What follows belongs to an exercise in optimizing a design on an open flow for small area and a short achievable clock period; a production flow would make more cautious choices.
For this run, only the layout was checked, not whether the RTL still works.
Power figures rest on the tool's default switching activity, not on a simulated workload.

## run.sh

```bash
#!/bin/bash
# synth_recipe.tcl (not shown) runs the flow's synth.tcl, then flattens the netlist and writes it again
# the make line also repeats each setting of config.mk as NAME=value (left out here)
make -C /OpenROAD-flow-scripts/flow DESIGN_CONFIG=/design/flow/config.mk WORK_HOME=/design/flow/orfs CLKGATE_MAP_FILE= SYNTH_SCRIPT=/design/flow/synth_recipe.tcl finish
```

## config.mk

```make
export PLATFORM = sky130hd
export DESIGN_NAME = FPM
export DESIGN_NICKNAME = FPM
export VERILOG_FILES = /design/flow/design.v
export SDC_FILE = /design/flow/constraint.sdc
export NUM_CORES = 4
export LEC_CHECK = 0
export CAP_MARGIN = 20
export CORE_MARGIN = 2
export CORE_UTILIZATION = 55
export SETUP_SLACK_MARGIN = 1.0
export SLEW_MARGIN = 20
export SYNTH_HIERARCHICAL = 1
export SYNTH_MINIMUM_KEEP_SIZE = 0
```

## constraint.sdc

```tcl
create_clock -name core_clock -period 3.0 [get_ports {clk}]
set_input_delay 0.6000 -clock core_clock [delete_from_list [all_inputs] [get_ports {clk}]]
set_output_delay 0.6000 -clock core_clock [all_outputs]
set_load 0.01 [all_outputs]
```

## design.v

```verilog
module FPM(A, B, SUM, clk);
  input [31:0] A, B;
  input clk;
  output [31:0] SUM;
  wire       s0_sgn = A[31] ^ B[31];
  wire [7:0] s0_exp = A[30:23] + B[30:23] + 8'h81;
  wire [25:0] s0_t3 = {2'b00, 1'b1, A[22:0]} + {1'b0, 1'b1, A[22:0], 1'b0};
  wire [24:0] q = {1'b1, B[22:0], 1'b0};
  wire [7:0] s0_m1, s0_m2, s0_m3, s0_m4, s0_neg;
  genvar gi, gj;
  generate for (gi = 0; gi < 8; gi = gi + 1) begin : enc
    wire [3:0] g = q[3*gi+3:3*gi];
    assign s0_neg[gi] = g[3] & ~(g[2] & g[1] & g[0]);
    assign s0_m1[gi] = (g == 4'b0001) | (g == 4'b0010) | (g == 4'b1101) | (g == 4'b1110);
    assign s0_m2[gi] = (g == 4'b0011) | (g == 4'b0100) | (g == 4'b1011) | (g == 4'b1100);
    assign s0_m3[gi] = (g == 4'b0101) | (g == 4'b0110) | (g == 4'b1001) | (g == 4'b1010);
    assign s0_m4[gi] = (g == 4'b0111) | (g == 4'b1000);
  end endgenerate
  reg [22:0] r1_a;
  reg [25:1] r1_t3;
  reg [7:0]  r1_m1, r1_m2, r1_m3, r1_m4, r1_neg;
  reg        r1_sgn;
  reg [7:0]  r1_exp;
  always @(posedge clk) begin
    r1_a <= A[22:0]; r1_t3 <= s0_t3[25:1];
    r1_m1 <= s0_m1; r1_m2 <= s0_m2; r1_m3 <= s0_m3; r1_m4 <= s0_m4; r1_neg <= s0_neg;
    r1_sgn <= s0_sgn; r1_exp <= s0_exp;
  end
  wire [27:0] m1x = {3'b001, r1_a[22:0], 2'b00};      
  wire [25:0] m3x = {r1_t3, r1_a[0]};                   
  wire [25:0] pp [0:7];
  generate for (gi = 0; gi < 8; gi = gi + 1) begin : rw
    for (gj = 0; gj < 26; gj = gj + 1) begin : cl
      assign pp[gi][gj] = ((r1_m1[gi] & m1x[gj+2]) | (r1_m2[gi] & m1x[gj+1]) |
                           (r1_m3[gi] & m3x[gj]) | (r1_m4[gi] & m1x[gj])) ^ r1_neg[gi];
    end
  end endgenerate
  wire n1 = ~r1_neg[0];
  wire n2 = ~r1_neg[1];
  wire n3 = ~r1_neg[2];
  wire n4 = ~r1_neg[3];
  wire n5 = ~r1_neg[4];
  wire n6 = ~r1_neg[5];
  wire n7 = ~r1_neg[6];
  wire n8 = ~r1_neg[7];
  wire n9, n10;
  fpm_fa un9 (r1_neg[1], pp[0][3], pp[1][0], n9, n10);
  wire n11, n12;
  fpm_fa un11 (r1_neg[2], pp[0][6], pp[1][3], n11, n12);
  wire n13, n14;
  fpm_fa un13 (pp[0][7], pp[1][4], pp[2][1], n13, n14);
  wire n15, n16;
  fpm_fa un15 (pp[0][8], pp[1][5], pp[2][2], n15, n16);
  wire n17, n18;
  fpm_fa un17 (r1_neg[3], pp[0][9], pp[1][6], n17, n18);
  wire n19, n20;
  fpm_fa un19 (pp[0][10], pp[1][7], pp[2][4], n19, n20);
  wire n21, n22;
  fpm_fa un21 (pp[0][11], pp[1][8], pp[2][5], n21, n22);
  wire n23, n24;
  fpm_fa un23 (r1_neg[4], pp[0][12], pp[1][9], n23, n24);
  wire n25, n26;
  fpm_fa un25 (pp[2][6], pp[3][3], pp[4][0], n25, n26);
  wire n27, n28;
  fpm_fa un27 (pp[0][13], pp[1][10], pp[2][7], n27, n28);
  wire n29, n30;
  fpm_fa un29 (pp[0][14], pp[1][11], pp[2][8], n29, n30);
  wire n31, n32;
  fpm_fa un31 (r1_neg[5], pp[0][15], pp[1][12], n31, n32);
  wire n33, n34;
  fpm_fa un33 (pp[2][9], pp[3][6], pp[4][3], n33, n34);
  wire n35, n36;
  fpm_fa un35 (pp[0][16], pp[1][13], pp[2][10], n35, n36);
  wire n37, n38;
  fpm_fa un37 (pp[3][7], pp[4][4], pp[5][1], n37, n38);
  wire n39, n40;
  fpm_fa un39 (pp[0][17], pp[1][14], pp[2][11], n39, n40);
  wire n41, n42;
  fpm_fa un41 (pp[3][8], pp[4][5], pp[5][2], n41, n42);
  wire n43, n44;
  fpm_fa un43 (r1_neg[6], pp[0][18], pp[1][15], n43, n44);
  wire n45, n46;
  fpm_fa un45 (pp[2][12], pp[3][9], pp[4][6], n45, n46);
  wire n47, n48;
  fpm_fa un47 (pp[0][19], pp[1][16], pp[2][13], n47, n48);
  wire n49, n50;
  fpm_fa un49 (pp[3][10], pp[4][7], pp[5][4], n49, n50);
  wire n51, n52;
  fpm_fa un51 (pp[0][20], pp[1][17], pp[2][14], n51, n52);
  wire n53, n54;
  fpm_fa un53 (pp[3][11], pp[4][8], pp[5][5], n53, n54);
  wire n55, n56;
  fpm_fa un55 (r1_neg[7], pp[0][21], pp[1][18], n55, n56);
  wire n57, n58;
  fpm_fa un57 (pp[2][15], pp[3][12], pp[4][9], n57, n58);
  wire n59, n60;
  fpm_fa un59 (pp[5][6], pp[6][3], pp[7][0], n59, n60);
  wire n61, n62;
  fpm_fa un61 (pp[0][22], pp[1][19], pp[2][16], n61, n62);
  wire n63, n64;
  fpm_fa un63 (pp[3][13], pp[4][10], pp[5][7], n63, n64);
  wire n65, n66;
  fpm_fa un65 (pp[0][23], pp[1][20], pp[2][17], n65, n66);
  wire n67, n68;
  fpm_fa un67 (pp[3][14], pp[4][11], pp[5][8], n67, n68);
  wire n69, n70;
  fpm_fa un69 (r1_a[0], pp[0][24], pp[1][21], n69, n70);
  wire n71, n72;
  fpm_fa un71 (pp[2][18], pp[3][15], pp[4][12], n71, n72);
  wire n73, n74;
  fpm_fa un73 (pp[5][9], pp[6][6], pp[7][3], n73, n74);
  wire n75, n76;
  fpm_fa un75 (r1_a[1], pp[0][25], pp[1][22], n75, n76);
  wire n77, n78;
  fpm_fa un77 (pp[2][19], pp[3][16], pp[4][13], n77, n78);
  wire n79, n80;
  fpm_fa un79 (pp[5][10], pp[6][7], pp[7][4], n79, n80);
  wire n81, n82;
  fpm_fa un81 (r1_a[2], 1'b1, n1, n81, n82);
  wire n83, n84;
  fpm_fa un83 (pp[1][23], pp[2][20], pp[3][17], n83, n84);
  wire n85, n86;
  fpm_fa un85 (pp[4][14], pp[5][11], pp[6][8], n85, n86);
  wire n87, n88;
  fpm_fa un87 (r1_a[3], 1'b1, pp[1][24], n87, n88);
  wire n89, n90;
  fpm_fa un89 (pp[2][21], pp[3][18], pp[4][15], n89, n90);
  wire n91, n92;
  fpm_fa un91 (pp[5][12], pp[6][9], pp[7][6], n91, n92);
  wire n93, n94;
  fpm_fa un93 (r1_a[4], 1'b1, pp[1][25], n93, n94);
  wire n95, n96;
  fpm_fa un95 (pp[2][22], pp[3][19], pp[4][16], n95, n96);
  wire n97, n98;
  fpm_fa un97 (pp[5][13], pp[6][10], pp[7][7], n97, n98);
  wire n99, n100;
  fpm_fa un99 (r1_a[5], n2, pp[2][23], n99, n100);
  wire n101, n102;
  fpm_fa un101 (pp[3][20], pp[4][17], pp[5][14], n101, n102);
  wire n103, n104;
  fpm_fa un103 (r1_a[6], 1'b1, pp[2][24], n103, n104);
  wire n105, n106;
  fpm_fa un105 (pp[3][21], pp[4][18], pp[5][15], n105, n106);
  wire n107, n108;
  fpm_fa un107 (r1_a[7], 1'b1, pp[2][25], n107, n108);
  wire n109, n110;
  fpm_fa un109 (pp[3][22], pp[4][19], pp[5][16], n109, n110);
  wire n111, n112;
  fpm_fa un111 (r1_a[8], n3, pp[3][23], n111, n112);
  wire n113, n114;
  fpm_fa un113 (pp[4][20], pp[5][17], pp[6][14], n113, n114);
  wire n115, n116;
  fpm_fa un115 (r1_a[9], 1'b1, pp[3][24], n115, n116);
  wire n117, n118;
  fpm_fa un117 (pp[4][21], pp[5][18], pp[6][15], n117, n118);
  wire n119, n120;
  fpm_fa un119 (r1_a[10], 1'b1, pp[3][25], n119, n120);
  wire n121, n122;
  fpm_fa un121 (pp[4][22], pp[5][19], pp[6][16], n121, n122);
  wire n123, n124;
  fpm_fa un123 (r1_a[11], n4, pp[4][23], n123, n124);
  wire n125, n126;
  fpm_fa un125 (pp[5][20], pp[6][17], pp[7][14], n125, n126);
  wire n127, n128;
  fpm_fa un127 (r1_a[12], 1'b1, pp[4][24], n127, n128);
  wire n129, n130;
  fpm_fa un129 (pp[5][21], pp[6][18], pp[7][15], n129, n130);
  wire n131, n132;
  fpm_fa un131 (r1_a[13], 1'b1, pp[4][25], n131, n132);
  wire n133, n134;
  fpm_fa un133 (pp[5][22], pp[6][19], pp[7][16], n133, n134);
  wire n135, n136;
  fpm_fa un135 (r1_a[14], n5, pp[5][23], n135, n136);
  wire n137, n138;
  fpm_fa un137 (r1_a[15], 1'b1, pp[5][24], n137, n138);
  wire n139, n140;
  fpm_fa un139 (r1_a[16], 1'b1, pp[5][25], n139, n140);
  wire n141, n142;
  fpm_fa un141 (r1_a[17], n6, pp[6][23], n141, n142);
  wire n143, n144;
  fpm_fa un143 (r1_a[18], 1'b1, pp[6][24], n143, n144);
  wire n145, n146;
  fpm_fa un145 (r1_a[19], 1'b1, pp[6][25], n145, n146);
  wire n147, n148;
  fpm_fa un147 (r1_a[20], n7, pp[7][23], n147, n148);
  wire n149, n150;
  fpm_fa un149 (r1_a[21], 1'b1, pp[7][24], n149, n150);
  wire n151, n152;
  fpm_fa un151 (r1_a[22], 1'b1, pp[7][25], n151, n152);
  wire n153 = r1_neg[0] & pp[0][0];
  wire n154 = r1_neg[0] | pp[0][0];
  wire n155 = 1'b0 | (pp[0][1] & n153);
  reg [188:0] r2_m;
  reg        r2_sgn;
  reg [7:0]  r2_exp;
  always @(posedge clk) begin
    r2_m <= {n152, n8, 1'b1, n151, n150, n149, n148, n147, n146, n145, n144, pp[7][22], n143, n142, pp[7][21], n141, n140, pp[7][20], n139, n138, pp[7][19], pp[6][22], n137, n136, pp[7][18], pp[6][21], n135, n134, n132, pp[7][17], pp[6][20], n133, n131, n130, n128, n129, n127, n126, n124, n125, n123, n122, n120, n121, n119, n118, n116, pp[7][13], n117, n115, n114, n112, pp[7][12], n113, n111, n110, n108, pp[7][11], n109, n107, n106, n104, pp[7][10], pp[6][13], n105, n103, n102, n100, pp[7][9], pp[6][12], n101, n99, n98, n96, n94, pp[7][8], pp[6][11], n97, n95, n93, n92, n90, n88, n91, n89, n87, n86, n84, n82, n85, n83, n80, n78, n76, pp[7][5], n81, n79, n77, n75, n74, n72, n70, n73, n71, n69, n68, n66, n67, n65, n64, n62, pp[7][2], pp[6][5], n63, n61, n60, n58, n56, pp[7][1], pp[6][4], n59, n57, n55, n54, n52, n53, n51, n50, n48, pp[6][2], n49, n47, n46, n44, pp[6][1], n45, n43, n42, n40, pp[6][0], pp[5][3], n41, n39, n38, n36, n37, n35, n34, n32, n33, n31, n30, pp[5][0], n29, n28, pp[4][2], pp[3][5], n27, n26, n24, pp[4][1], pp[3][4], n25, n23, n22, n21, n20, pp[3][2], n19, n18, pp[3][1], n17, n16, pp[3][0], pp[2][3], n15, n14, n13, n12, n11, pp[2][0], pp[1][2], pp[0][5], n10, pp[1][1], pp[0][4], n9, n155, pp[0][2]};
    r2_sgn <= r1_sgn; r2_exp <= r1_exp;
  end
  wire n157, n158;
  fpm_fa un157 (r2_m[3], r2_m[4], r2_m[5], n157, n158);
  wire n159, n160;
  fpm_fa un159 (r2_m[14], r2_m[15], r2_m[16], n159, n160);
  wire n161, n162;
  fpm_fa un161 (r2_m[18], r2_m[19], r2_m[20], n161, n162);
  wire n163, n164;
  fpm_fa un163 (r2_m[21], r2_m[22], r2_m[23], n163, n164);
  wire n165, n166;
  fpm_fa un165 (r2_m[24], r2_m[25], r2_m[26], n165, n166);
  wire n167, n168;
  fpm_fa un167 (r2_m[27], r2_m[28], r2_m[29], n167, n168);
  wire n169, n170;
  fpm_fa un169 (r2_m[32], r2_m[33], r2_m[34], n169, n170);
  wire n171, n172;
  fpm_fa un171 (r2_m[36], r2_m[37], r2_m[38], n171, n172);
  wire n173, n174;
  fpm_fa un173 (r2_m[40], r2_m[41], r2_m[42], n173, n174);
  wire n175, n176;
  fpm_fa un175 (r2_m[44], r2_m[45], r2_m[46], n175, n176);
  wire n177, n178;
  fpm_fa un177 (r2_m[48], r2_m[49], r2_m[50], n177, n178);
  wire n179, n180;
  fpm_fa un179 (r2_m[51], r2_m[52], r2_m[53], n179, n180);
  wire n181, n182;
  fpm_fa un181 (r2_m[54], r2_m[55], r2_m[56], n181, n182);
  wire n183, n184;
  fpm_fa un183 (r2_m[59], r2_m[60], r2_m[61], n183, n184);
  wire n185, n186;
  fpm_fa un185 (r2_m[64], r2_m[65], r2_m[66], n185, n186);
  wire n187, n188;
  fpm_fa un187 (r2_m[69], r2_m[70], r2_m[71], n187, n188);
  wire n189, n190;
  fpm_fa un189 (r2_m[72], r2_m[73], r2_m[74], n189, n190);
  wire n191, n192;
  fpm_fa un191 (r2_m[76], r2_m[77], r2_m[78], n191, n192);
  wire n193, n194;
  fpm_fa un193 (r2_m[79], r2_m[80], r2_m[81], n193, n194);
  wire n195, n196;
  fpm_fa un195 (r2_m[82], r2_m[83], r2_m[84], n195, n196);
  wire n197, n198;
  fpm_fa un197 (r2_m[87], r2_m[88], r2_m[89], n197, n198);
  wire n199, n200;
  fpm_fa un199 (r2_m[90], r2_m[91], r2_m[92], n199, n200);
  wire n201, n202;
  fpm_fa un201 (r2_m[93], r2_m[94], r2_m[95], n201, n202);
  wire n203, n204;
  fpm_fa un203 (r2_m[96], r2_m[97], r2_m[98], n203, n204);
  wire n205, n206;
  fpm_fa un205 (r2_m[100], r2_m[101], r2_m[102], n205, n206);
  wire n207, n208;
  fpm_fa un207 (r2_m[103], r2_m[104], r2_m[105], n207, n208);
  wire n209, n210;
  fpm_fa un209 (r2_m[106], r2_m[107], r2_m[108], n209, n210);
  wire n211, n212;
  fpm_fa un211 (r2_m[109], r2_m[110], r2_m[111], n211, n212);
  wire n213, n214;
  fpm_fa un213 (r2_m[112], r2_m[113], r2_m[114], n213, n214);
  wire n215, n216;
  fpm_fa un215 (r2_m[115], r2_m[116], r2_m[117], n215, n216);
  wire n217, n218;
  fpm_fa un217 (r2_m[119], r2_m[120], r2_m[121], n217, n218);
  wire n219, n220;
  fpm_fa un219 (r2_m[122], r2_m[123], r2_m[124], n219, n220);
  wire n221, n222;
  fpm_fa un221 (r2_m[125], r2_m[126], r2_m[127], n221, n222);
  wire n223, n224;
  fpm_fa un223 (r2_m[128], r2_m[129], r2_m[130], n223, n224);
  wire n225, n226;
  fpm_fa un225 (r2_m[131], r2_m[132], r2_m[133], n225, n226);
  wire n227, n228;
  fpm_fa un227 (r2_m[136], r2_m[137], r2_m[138], n227, n228);
  wire n229, n230;
  fpm_fa un229 (r2_m[141], r2_m[142], r2_m[143], n229, n230);
  wire n231, n232;
  fpm_fa un231 (r2_m[146], r2_m[147], r2_m[148], n231, n232);
  wire n233, n234;
  fpm_fa un233 (r2_m[150], r2_m[151], r2_m[152], n233, n234);
  wire n235, n236;
  fpm_fa un235 (r2_m[154], r2_m[155], r2_m[156], n235, n236);
  wire n237, n238;
  fpm_fa un237 (r2_m[158], r2_m[159], r2_m[160], n237, n238);
  wire n239, n240;
  fpm_fa un239 (r2_m[163], r2_m[164], r2_m[165], n239, n240);
  wire n241, n242;
  fpm_fa un241 (r2_m[167], r2_m[168], r2_m[169], n241, n242);
  wire n243, n244;
  fpm_fa un243 (r2_m[171], r2_m[172], r2_m[173], n243, n244);
  wire n245, n246;
  fpm_fa un245 (r2_m[174], r2_m[175], r2_m[176], n245, n246);
  wire n247, n248;
  fpm_fa un247 (r2_m[177], r2_m[178], r2_m[179], n247, n248);
  wire n249, n250;
  fpm_fa un249 (r2_m[186], r2_m[187], r2_m[188], n249, n250);
  wire n251, n252;
  fpm_fa un251 (r2_m[6], r2_m[7], n158, n251, n252);
  wire n253, n254;
  fpm_fa un253 (r2_m[30], r2_m[31], n166, n253, n254);
  wire n255, n256;
  fpm_fa un255 (r2_m[35], n168, n169, n255, n256);
  wire n257, n258;
  fpm_fa un257 (r2_m[39], n170, n171, n257, n258);
  wire n259, n260;
  fpm_fa un259 (r2_m[43], n172, n173, n259, n260);
  wire n261, n262;
  fpm_fa un261 (r2_m[47], n174, n175, n261, n262);
  wire n263, n264;
  fpm_fa un263 (n176, n177, n179, n263, n264);
  wire n265, n266;
  fpm_fa un265 (r2_m[57], r2_m[58], n178, n265, n266);
  wire n267, n268;
  fpm_fa un267 (r2_m[62], r2_m[63], n182, n267, n268);
  wire n269, n270;
  fpm_fa un269 (r2_m[67], r2_m[68], n184, n269, n270);
  wire n271, n272;
  fpm_fa un271 (r2_m[75], n186, n187, n271, n272);
  wire n273, n274;
  fpm_fa un273 (n188, n190, n191, n273, n274);
  wire n275, n276;
  fpm_fa un275 (r2_m[85], r2_m[86], n192, n275, n276);
  wire n277, n278;
  fpm_fa un277 (n196, n197, n199, n277, n278);
  wire n279, n280;
  fpm_fa un279 (r2_m[99], n198, n200, n279, n280);
  wire n281, n282;
  fpm_fa un281 (n202, n204, n205, n281, n282);
  wire n283, n284;
  fpm_fa un283 (n206, n208, n209, n283, n284);
  wire n285, n286;
  fpm_fa un285 (r2_m[118], n210, n212, n285, n286);
  wire n287, n288;
  fpm_fa un287 (n214, n216, n217, n287, n288);
  wire n289, n290;
  fpm_fa un289 (n218, n220, n221, n289, n290);
  wire n291, n292;
  fpm_fa un291 (r2_m[134], r2_m[135], n222, n291, n292);
  wire n293, n294;
  fpm_fa un293 (r2_m[139], r2_m[140], n226, n293, n294);
  wire n295, n296;
  fpm_fa un295 (r2_m[144], r2_m[145], n228, n295, n296);
  wire n297, n298;
  fpm_fa un297 (r2_m[149], n230, n231, n297, n298);
  wire n299, n300;
  fpm_fa un299 (r2_m[153], n232, n233, n299, n300);
  wire n301, n302;
  fpm_fa un301 (r2_m[157], n234, n235, n301, n302);
  wire n303, n304;
  fpm_fa un303 (r2_m[161], r2_m[162], n236, n303, n304);
  wire n305, n306;
  fpm_fa un305 (r2_m[166], n238, n239, n305, n306);
  wire n307, n308;
  fpm_fa un307 (r2_m[170], n240, n241, n307, n308);
  wire n309, n310;
  fpm_fa un309 (r2_m[180], r2_m[181], n248, n309, n310);
  wire n311, n312;
  fpm_fa un311 (r2_m[8], r2_m[9], n252, n311, n312);
  wire n313, n314;
  fpm_fa un313 (n180, n181, n265, n313, n314);
  wire n315, n316;
  fpm_fa un315 (n183, n266, n267, n315, n316);
  wire n317, n318;
  fpm_fa un317 (n185, n268, n269, n317, n318);
  wire n319, n320;
  fpm_fa un319 (n194, n195, n275, n319, n320);
  wire n321, n322;
  fpm_fa un321 (n201, n203, n279, n321, n322);
  wire n323, n324;
  fpm_fa un323 (n213, n215, n285, n323, n324);
  wire n325, n326;
  fpm_fa un325 (n224, n225, n291, n325, n326);
  wire n327, n328;
  fpm_fa un327 (n227, n292, n293, n327, n328);
  wire n329, n330;
  fpm_fa un329 (n229, n294, n295, n329, n330);
  wire n331, n332;
  fpm_fa un331 (n237, n303, n302, n331, n332);
  wire n333, n334;
  fpm_fa un333 (n242, n243, n308, n333, n334);
  wire n335, n336;
  fpm_fa un335 (r2_m[182], r2_m[183], n310, n335, n336);
  wire n337 = r2_m[0] & r2_m[1];
  wire n338 = r2_m[0] | r2_m[1];
  wire n339 = 1'b0 | (r2_m[2] & n337);
  wire n341 = 1'b0 | (n157 & n339);
  reg [94:0] r3_m;
  reg        r3_sgn;
  reg [7:0]  r3_exp;
  always @(posedge clk) begin
    r3_m <= {n249, n336, r2_m[185], r2_m[184], n335, n309, n247, n246, n334, n245, n244, n333, n307, n306, n332, n305, n304, n331, n301, n300, n299, n298, n330, n297, n296, n329, n328, n327, n326, n325, n290, n289, n288, n223, n324, n287, n286, n219, n323, n284, n283, n282, n211, n322, n281, n280, n207, n321, n278, n320, n277, n276, n319, n274, n273, n272, n193, n318, n271, n270, n189, n317, n316, n315, n314, n313, n264, n263, n262, n261, n260, n259, n258, n257, n256, n255, n254, n253, n167, n165, n164, n163, n162, n161, n160, n159, r2_m[17], r2_m[13], r2_m[12], n312, r2_m[11], r2_m[10], n311, n341, n251};
    r3_sgn <= r2_sgn; r3_exp <= r2_exp;
  end
  wire n343, n344;
  fpm_fa un343 (r3_m[3], r3_m[4], r3_m[5], n343, n344);
  wire n345, n346;
  fpm_fa un345 (r3_m[34], r3_m[35], r3_m[36], n345, n346);
  wire n347, n348;
  fpm_fa un347 (r3_m[38], r3_m[39], r3_m[40], n347, n348);
  wire n349, n350;
  fpm_fa un349 (r3_m[43], r3_m[44], r3_m[45], n349, n350);
  wire n351, n352;
  fpm_fa un351 (r3_m[48], r3_m[49], r3_m[50], n351, n352);
  wire n353, n354;
  fpm_fa un353 (r3_m[52], r3_m[53], r3_m[54], n353, n354);
  wire n355, n356;
  fpm_fa un355 (r3_m[57], r3_m[58], r3_m[59], n355, n356);
  wire n357, n358;
  fpm_fa un357 (r3_m[61], r3_m[62], r3_m[63], n357, n358);
  wire n359, n360;
  fpm_fa un359 (r3_m[70], r3_m[71], r3_m[72], n359, n360);
  wire n361, n362;
  fpm_fa un361 (r3_m[78], r3_m[79], r3_m[80], n361, n362);
  wire n363, n364;
  fpm_fa un363 (r3_m[84], r3_m[85], r3_m[86], n363, n364);
  wire n365, n366;
  fpm_fa un365 (r3_m[91], r3_m[92], r3_m[93], n365, n366);
  wire n367, n368;
  fpm_fa un367 (r3_m[6], r3_m[7], n344, n367, n368);
  wire n369, n370;
  fpm_ha hn369 (r3_m[8], r3_m[9], n369, n370);
  wire n371, n372;
  fpm_ha hn371 (r3_m[10], r3_m[11], n371, n372);
  wire n373, n374;
  fpm_ha hn373 (r3_m[12], r3_m[13], n373, n374);
  wire n375, n376;
  fpm_ha hn375 (r3_m[14], r3_m[15], n375, n376);
  wire n377, n378;
  fpm_ha hn377 (r3_m[16], r3_m[17], n377, n378);
  wire n379, n380;
  fpm_ha hn379 (r3_m[18], r3_m[19], n379, n380);
  wire n381, n382;
  fpm_ha hn381 (r3_m[20], r3_m[21], n381, n382);
  wire n383, n384;
  fpm_ha hn383 (r3_m[22], r3_m[23], n383, n384);
  wire n385, n386;
  fpm_ha hn385 (r3_m[24], r3_m[25], n385, n386);
  wire n387, n388;
  fpm_ha hn387 (r3_m[26], r3_m[27], n387, n388);
  wire n389, n390;
  fpm_ha hn389 (r3_m[28], r3_m[29], n389, n390);
  wire n391, n392;
  fpm_ha hn391 (r3_m[30], r3_m[31], n391, n392);
  wire n393, n394;
  fpm_ha hn393 (r3_m[32], r3_m[33], n393, n394);
  wire n395, n396;
  fpm_ha hn395 (r3_m[37], n345, n395, n396);
  wire n397, n398;
  fpm_ha hn397 (n346, n347, n397, n398);
  wire n399, n400;
  fpm_fa un399 (r3_m[41], r3_m[42], n348, n399, n400);
  wire n401, n402;
  fpm_fa un401 (r3_m[46], r3_m[47], n350, n401, n402);
  wire n403, n404;
  fpm_ha hn403 (r3_m[51], n351, n403, n404);
  wire n405, n406;
  fpm_ha hn405 (n352, n353, n405, n406);
  wire n407, n408;
  fpm_fa un407 (r3_m[55], r3_m[56], n354, n407, n408);
  wire n409, n410;
  fpm_ha hn409 (r3_m[60], n355, n409, n410);
  wire n411, n412;
  fpm_ha hn411 (n356, n357, n411, n412);
  wire n413, n414;
  fpm_fa un413 (r3_m[64], r3_m[65], n358, n413, n414);
  wire n415, n416;
  fpm_ha hn415 (r3_m[66], r3_m[67], n415, n416);
  wire n417, n418;
  fpm_ha hn417 (r3_m[68], r3_m[69], n417, n418);
  wire n419, n420;
  fpm_fa un419 (r3_m[73], r3_m[74], n360, n419, n420);
  wire n421, n422;
  fpm_ha hn421 (r3_m[75], r3_m[76], n421, n422);
  wire n423, n424;
  fpm_fa un423 (r3_m[81], r3_m[82], n362, n423, n424);
  wire n425, n426;
  fpm_fa un425 (r3_m[87], r3_m[88], n364, n425, n426);
  wire n427 = r3_m[0] & r3_m[1];
  wire n428 = r3_m[0] | r3_m[1];
  wire n429 = 1'b0 | (r3_m[2] & n427);
  wire n431 = 1'b0 | (n343 & n429);
  reg [71:0] r4_m;
  reg        r4_sgn;
  reg [7:0]  r4_exp;
  always @(posedge clk) begin
    r4_m <= {n366, r3_m[94], n365, r3_m[90], n426, r3_m[89], n425, n363, n424, r3_m[83], n423, n361, n422, r3_m[77], n420, n421, n419, n359, n418, n417, n416, n414, n415, n413, n412, n411, n410, n408, n409, n407, n406, n405, n404, n402, n403, n401, n400, n349, n399, n398, n397, n396, n395, n394, n393, n392, n391, n390, n389, n388, n387, n386, n385, n384, n383, n382, n381, n380, n379, n378, n377, n376, n375, n374, n373, n372, n371, n370, n368, n369, n431, n367};
    r4_sgn <= r3_sgn; r4_exp <= r3_exp;
  end
  wire [47:0] n433 = {r4_m[70], r4_m[69], r4_m[68], r4_m[66], r4_m[65], r4_m[64], r4_m[62], r4_m[61], r4_m[60], r4_m[58], r4_m[56], r4_m[55], r4_m[53], r4_m[51], r4_m[49], r4_m[47], r4_m[45], r4_m[43], r4_m[41], r4_m[39], r4_m[37], r4_m[36], r4_m[34], r4_m[32], r4_m[30], r4_m[28], r4_m[26], r4_m[24], r4_m[22], r4_m[20], r4_m[18], r4_m[16], r4_m[14], r4_m[12], r4_m[10], r4_m[8], r4_m[6], r4_m[4], r4_m[2], r4_m[0], 1'b0, 1'b0, 1'b0, 1'b0, 1'b0, 1'b0, 1'b0, 1'b0};
  wire [47:0] n434 = {r4_m[71], 1'b0, 1'b0, r4_m[67], 1'b0, 1'b0, r4_m[63], 1'b0, 1'b0, r4_m[59], r4_m[57], 1'b0, r4_m[54], r4_m[52], r4_m[50], r4_m[48], r4_m[46], r4_m[44], r4_m[42], r4_m[40], r4_m[38], 1'b0, r4_m[35], r4_m[33], r4_m[31], r4_m[29], r4_m[27], r4_m[25], r4_m[23], r4_m[21], r4_m[19], r4_m[17], r4_m[15], r4_m[13], r4_m[11], r4_m[9], r4_m[7], r4_m[5], r4_m[3], r4_m[1], 1'b0, 1'b0, 1'b0, 1'b0, 1'b0, 1'b0, 1'b0, 1'b0};
  wire [7:0] n435 = {1'b0, n433[14:8]} + {1'b0, n434[14:8]};
  wire [8:0] n436 = {1'b0, n433[22:15]} + {1'b0, n434[22:15]};
  wire [6:0] n437 = {1'b0, n433[28:23]} + {1'b0, n434[28:23]};
  wire [6:0] n438 = {1'b0, n433[34:29]} + {1'b0, n434[34:29]};
  wire [6:0] n439 = {1'b0, n433[40:35]} + {1'b0, n434[40:35]};
  wire [7:0] n440 = {1'b0, n433[47:41]} + {1'b0, n434[47:41]};
  reg r5_lg0;
  reg r5_lg1;
  reg r5_lp1;
  reg [5:0] r5_us0;
  reg r5_ug0;
  reg r5_up0;
  reg [5:0] r5_us1;
  reg r5_ug1;
  reg r5_up1;
  reg [5:0] r5_us2;
  reg r5_ug2;
  reg r5_up2;
  reg [6:0] r5_us3;
  reg r5_ug3;
  reg r5_up3;
  reg        r5_sgn;
  reg [7:0]  r5_exp;
  always @(posedge clk) begin
    r5_lg0 <= n435[7];
    r5_lg1 <= n436[8];
    r5_lp1 <= &(n433[22:15] | n434[22:15]);
    r5_us0 <= n437[5:0];
    r5_ug0 <= n437[6];
    r5_up0 <= &(n433[28:23] | n434[28:23]);
    r5_us1 <= n438[5:0];
    r5_ug1 <= n438[6];
    r5_up1 <= &(n433[34:29] | n434[34:29]);
    r5_us2 <= n439[5:0];
    r5_ug2 <= n439[6];
    r5_up2 <= &(n433[40:35] | n434[40:35]);
    r5_us3 <= n440[6:0];
    r5_ug3 <= n440[7];
    r5_up3 <= &(n433[47:41] | n434[47:41]);
    r5_sgn <= r4_sgn; r5_exp <= r4_exp;
  end
  wire n441 = r5_lg1 | (r5_lp1 & r5_lg0);
  wire [5:0] n442;
  assign n442[0] = 1'b1;
  assign n442[1] = &r5_us0[0:0];
  assign n442[2] = &r5_us0[1:0];
  assign n442[3] = &r5_us0[2:0];
  assign n442[4] = &r5_us0[3:0];
  assign n442[5] = &r5_us0[4:0];
  wire [5:0] n443 = r5_us0 ^ ({6{n441}} & n442);
  wire n444 = r5_ug0 | (r5_up0 & n441);
  wire [5:0] n445;
  assign n445[0] = 1'b1;
  assign n445[1] = &r5_us1[0:0];
  assign n445[2] = &r5_us1[1:0];
  assign n445[3] = &r5_us1[2:0];
  assign n445[4] = &r5_us1[3:0];
  assign n445[5] = &r5_us1[4:0];
  wire [5:0] n446 = r5_us1 ^ ({6{n444}} & n445);
  wire n447 = r5_ug1 | (r5_up1 & n444);
  wire [5:0] n448;
  assign n448[0] = 1'b1;
  assign n448[1] = &r5_us2[0:0];
  assign n448[2] = &r5_us2[1:0];
  assign n448[3] = &r5_us2[2:0];
  assign n448[4] = &r5_us2[3:0];
  assign n448[5] = &r5_us2[4:0];
  wire [5:0] n449 = r5_us2 ^ ({6{n447}} & n448);
  wire n450 = r5_ug2 | (r5_up2 & n447);
  wire [6:0] n451;
  assign n451[0] = 1'b1;
  assign n451[1] = &r5_us3[0:0];
  assign n451[2] = &r5_us3[1:0];
  assign n451[3] = &r5_us3[2:0];
  assign n451[4] = &r5_us3[3:0];
  assign n451[5] = &r5_us3[4:0];
  assign n451[6] = &r5_us3[5:0];
  wire [6:0] n452 = r5_us3 ^ ({7{n450}} & n451);
  wire n453 = r5_ug3 | (r5_up3 & n450);
  wire [24:0] n454 = {n452, n449, n446, n443};
  reg [24:0] r6_p;
  reg        r6_sgn;
  reg [7:0]  r6_exp;
  always @(posedge clk) begin
    r6_p <= n454;
    r6_sgn <= r5_sgn; r6_exp <= r5_exp;
  end
  wire [31:0] n455 = {r6_sgn, r6_exp + {7'd0, r6_p[24]}, r6_p[24] ? r6_p[23:1] : r6_p[22:0]};
  reg [31:0] r7_o;
  always @(posedge clk) r7_o <= n455;
  reg [31:0] r8_o;
  always @(posedge clk) r8_o <= r7_o;
  reg [31:0] r9_o;
  always @(posedge clk) r9_o <= r8_o;
  reg [31:0] r10_o;
  always @(posedge clk) r10_o <= r9_o;
  assign SUM = r10_o;
endmodule
module fpm_fa(a, b, c, s, co);
  input a, b, c;
  output s, co;
  assign s = a ^ b ^ c;
  assign co = (a & b) | (a & c) | (b & c);
endmodule
module fpm_ha(a, b, s, co);
  input a, b;
  output s, co;
  assign s = a ^ b;
  assign co = a & b;
endmodule
```

==> run summary <==
power by group through the flow:
stage	Combinational, W	Sequential, W	Clock, W
3_5_place_dp	0.00858	0.0150	0
3_3_place_gp	0.00834	0.0149	0
4_1_cts	0.00854	0.0149	0.00858
2_1_floorplan	0.00569	0.0144	0
5_1_grt	0.00972	0.0152	0.00900
6_report	0.00845	0.0148	0.00834
metrics by stage:
step                worst slack, ns  hold WS [ns]  cell area [µm²]  util, %  power [W]
CTS                           0.717         0.112            32000     64.3     0.0320
floorplan                     0.553         0.310            27800        -     0.0201
global placement             -0.114         0.310            29700     59.5     0.0232
global route                  0.800         0.112            32300     64.8     0.0339
finish                        0.839         0.139            32300     64.8     0.0316
detailed placement           -0.186         0.312            29700     59.5     0.0236
modules after synthesis (local to each module, per instance):
module  copies in the design  cells  cell area [µm²]
fpm_ha                    22      1             12.5
fpm_fa                   182      1             20.0
FPM                        1   2018            23700
layer usage:
layer	up-vias	GRT usage, %	routed length (µm)
li1	8030	-	-
met3	144	6.30	5340
met2	725	36.6	27200
met5	-	0	25
met4	4	9.21	1890
met1	8471	33.3	27900
cell usage after synthesis, types with 2 or more instances:
library cell / count
a22oi_1: 8
nor3_1: 7
nand4_1: 5
fa_1: 186
and3_1: 6
o21ai_1: 3
a21oi_1: 45
a211oi_2: 2
or4b_2: 2
a211oi_1: 5
or3_1: 4
nor3b_1: 2
o21bai_1: 9
and2_1: 11
dfxtp_1: 684
clkbuf_1: 146
o21a_1: 2
and4_1: 6
nor2_1: 31
nand3_1: 19
o211ai_1: 4
a222oi_1: 7
nand2_1: 42
nand2b_1: 6
a221oi_1: 177
buf_1: 32
a31o_2: 2
a31oi_1: 5
a21o_1: 18
mux2_2: 23
xor2_1: 22
nor2b_1: 15
ha_1: 116
xnor2_1: 267
inv_1: 68
a22o_1: 168
nand3b_1: 6
o21ai_0: 35
nor4_1: 4
flip-flops by register name, indices dropped and copies added (netlist names), 23 cells and up:
| register | flops |
|---|---|
| r10_o | 32 |
| r4_m | 72 |
| r1_t3 | 25 |
| r1_a | 23 |
| r9_o | 32 |
| r7_o | 32 |
| r2_m | 188 |
| r3_m | 95 |
| r6_p | 25 |
| r8_o | 32 |
cells in the final DEF (no fill, tap or decap), types with 9 or more instances in the layout:
cell type and count:
nor2b_1 15, ha_4 18, dlygate4sd2_1 39, clkbuf_16 70
a21oi_1 41, ha_1 95, xor2_1 22, a221oi_1 160
inv_1 66, clkinv_2 15, xnor2_1 266, nand3_1 19
o21ai_0 31, clkbuf_1 14, conb_1 16, a21o_1 18
o21bai_1 9, and2_1 11, dfxtp_2 23, mux2_2 23
a221oi_2 16, a22o_1 168, fa_1 182, clkdlybuf4s50_1 41
nor2_1 31, nand2_1 41, clkbuf_8 11, buf_4 103
dfxtp_1 661
worst max path at each step:
stage | to | slack [ns]
after floorplan | r1_t3[23] | 0.55
after global placement | r1_t3[23] | -0.11
after detailed placement | r1_t3[23] | -0.19
after CTS | r1_t3[23] | 0.72
after global routing | r1_t3[19] | 0.80
final | r1_t3[23] | 0.84
layout make-up:
class | instances | area (µm²)
Clock inverter | 28 | 312
Inverter | 68 | 255
Clock buffer | 95 | 1960
Multi-Input combinational cell | 1307 | 13500
Timing Repair Buffer | 205 | 1750
Tap cell | 672 | 841
Sequential cell | 684 | 13700
Antenna cell | 1 | 2.50
Fill cell | 3905 | 17600
timing repair:
item                                    in CTS  in global routing
endpoints found under the hold margin        0                  0
pin swaps                                   18                 31
cloned                                       0                  0
buffers inserted                             8                  8
resized for setup                           91                 67
endpoints found under the setup margin     114                 47
cells by family (layout without fill, tap and decap cells):
family	after synthesis	after routing	share of synthesized area, %
fa+ha+maj	302	302	18.8
simple gates	171	171	3.25
xor+xnor	289	289	9.18
buf+inv	246	396	3.35
flops	684	684	49.7
mux	24	24	0.976
other cells	1	17	0.0136
compound gates	505	505	14.8
==> run summary <==
- Status: timing/DRC/antenna clean
- Core box area: approximately 50,000 µm²
- Switching Fraction: 30.1%
- Min cycle time layout: 2.16 ns
- WHS Path Cells: 1
- Pre-Repair DR Iteration Count: 7
- Dpl cells: 2,920
- CTS Sinks: approximately 680
- Critical Path End Type: register
- Max H-tree Level: 3
- DR WL/cell: 20.4 µm
- Rows: 82
- Routed vias/inst: 5.68
- Share of cells above drive strength 1: 14.3%
- Clk Latency, worst-skew pair: approximately 0.60 ns
- Lkg Pwr: 13.0 nW
- Pint: 0.0221 W
- Final WL: 62,400 µm
- PwrDens: 979 nW/µm²
- Area delta synth->final: 17.1%
- VDD IR max: 699 µV
- Synth area leaders: dfxtp_1, fa_1, xnor2_1, a221oi_1, a22o_1
- Cells after Synth: 2,222
- Synthesis Warnings: 7
- HP Class: in -> reg
- Final Net Count: about 2,700
- Hold Fails Final Rpt: 0
- Asr flop ratio synth: 0%
- Max Clock Freq: 463 MHz
- HPWL after detailed placement: between 40,000 and 50,000 µm
- Area fraction of the dominant cell type after synthesis: 49.7%
- Crit Path Max Fanout: 2
- Arrival time worst endpoint: 2.68 ns
- CTS tree: yes
- Hold_buf cts: 0
- Max Cap Viol: 0
- RSZ-0062 raised after global routing: yes
- Largest net degree at the start of global routing: 28
- Logic pwr share: 26.7%
- Dominant synthesized flop cell: dfxtp_1
- Antenna-violating nets left: 0
- Flop pwr share: 46.9%
- Critical path startpoint: A[0]
- CP max-delay cell: a2111oi_4
- Critical path depth: 9
- Min-Delay Startpoint: A[0]
- TNS Setup: 0 ns
- Mapped cell area: 27,600 µm²
- Crit path cell chain: buf_8 -> ha_4 -> fa_2 -> a211oi_4 -> o21ai_2 -> a2111oi_4 -> o31ai_4 -> a2111o_1 -> o21ai_1
- GRT Util Overall: 24.1%
- Fin. max-slew vios: 0
- Initial antenna violation count: 2
- Yosys reg bits: about 680
- R2r setup slk: 1.02 ns
- Worst r2r path cells: 4
- EDFF count, synth: 0
- Port Buffers: 96
- Starting Density: 55.3%
- Startpoint Class: input pin
- Tightest Pin Transition: 0.746 ns
- Vias: 17,400
- Wire length of the first global-routing pass: 98,200 µm
- Final setup violation count: 0
- Non-filler cells, final: 3,060
- Height of the die: 228 µm
- Chip width: about 230 µm
- Rel. slew slack: 50.2%
- Final period utilization: 72.0%
- Register area share after synthesis: 49.7%
- Iter 0 DRT Violations: 1,276
- Root Buffer: clkbuf_16
- R2r endpoint: r2_m[66]
- Net Switching: roughly 0.0095 W
- Distinct cells, synth: 61
- Avg Cell Area, Syn: 12.4 µm²
- Clock power share: a little over a quarter
- Largest stage delay on the critical path: 0.42 ns
- Setup Skew: ~0.034 ns
- Via count of the first global-routing pass: roughly 18,000
- Largest delay share family, worst path: compound AO/OA/AOI/OAI gates
- WP data required: 3.52 ns
- DIE AREA: 51,900 µm²
- Area leader, netlist: dfxtp_1
- CP Class: in -> reg
- CTS buffer count: 69
- Boundary pin count: 97
- Congestion Overflow GR: 0
- WP buf/inv: 1
- Clock Path Buffers: 3
- Post-route DRC: 0
- RePlAce Congestion: 0.926
- CTS clk-pin slew, worst paths: 0.05 ns
- Hold Path End: r1_a[0]
- Reg2reg start: r1_t3[18]

## afterwards: timing with drivers on the ports
How much do the figures lean on ideal ports? The routed layout below was timed once more, with nothing changed but the port constraints. Step 1: set_driving_cell puts a clkbuf_16 on clk and a buf_2 on each other input, an assumption about the parent block. Step 2 moves the port delays by t, midway between the first and last clock arrival at a register: inputs arrive t later, outputs are due t later. That takes back most of the time a late clock gives input paths. Slacks: ideal / step 1 / step 2; pairs: ideal / step 1.
t, ns: 0.641
setup slack, ns: 0.839 / 0.861 / 0.220
worst setup path at the end: input to register
worst slew at a driven data input, ns: 0.06
After both steps setup and hold are still met in this run. For this run, drivers alone change the setup slack by +0.022 ns; drivers and shift together by -0.619 ns.
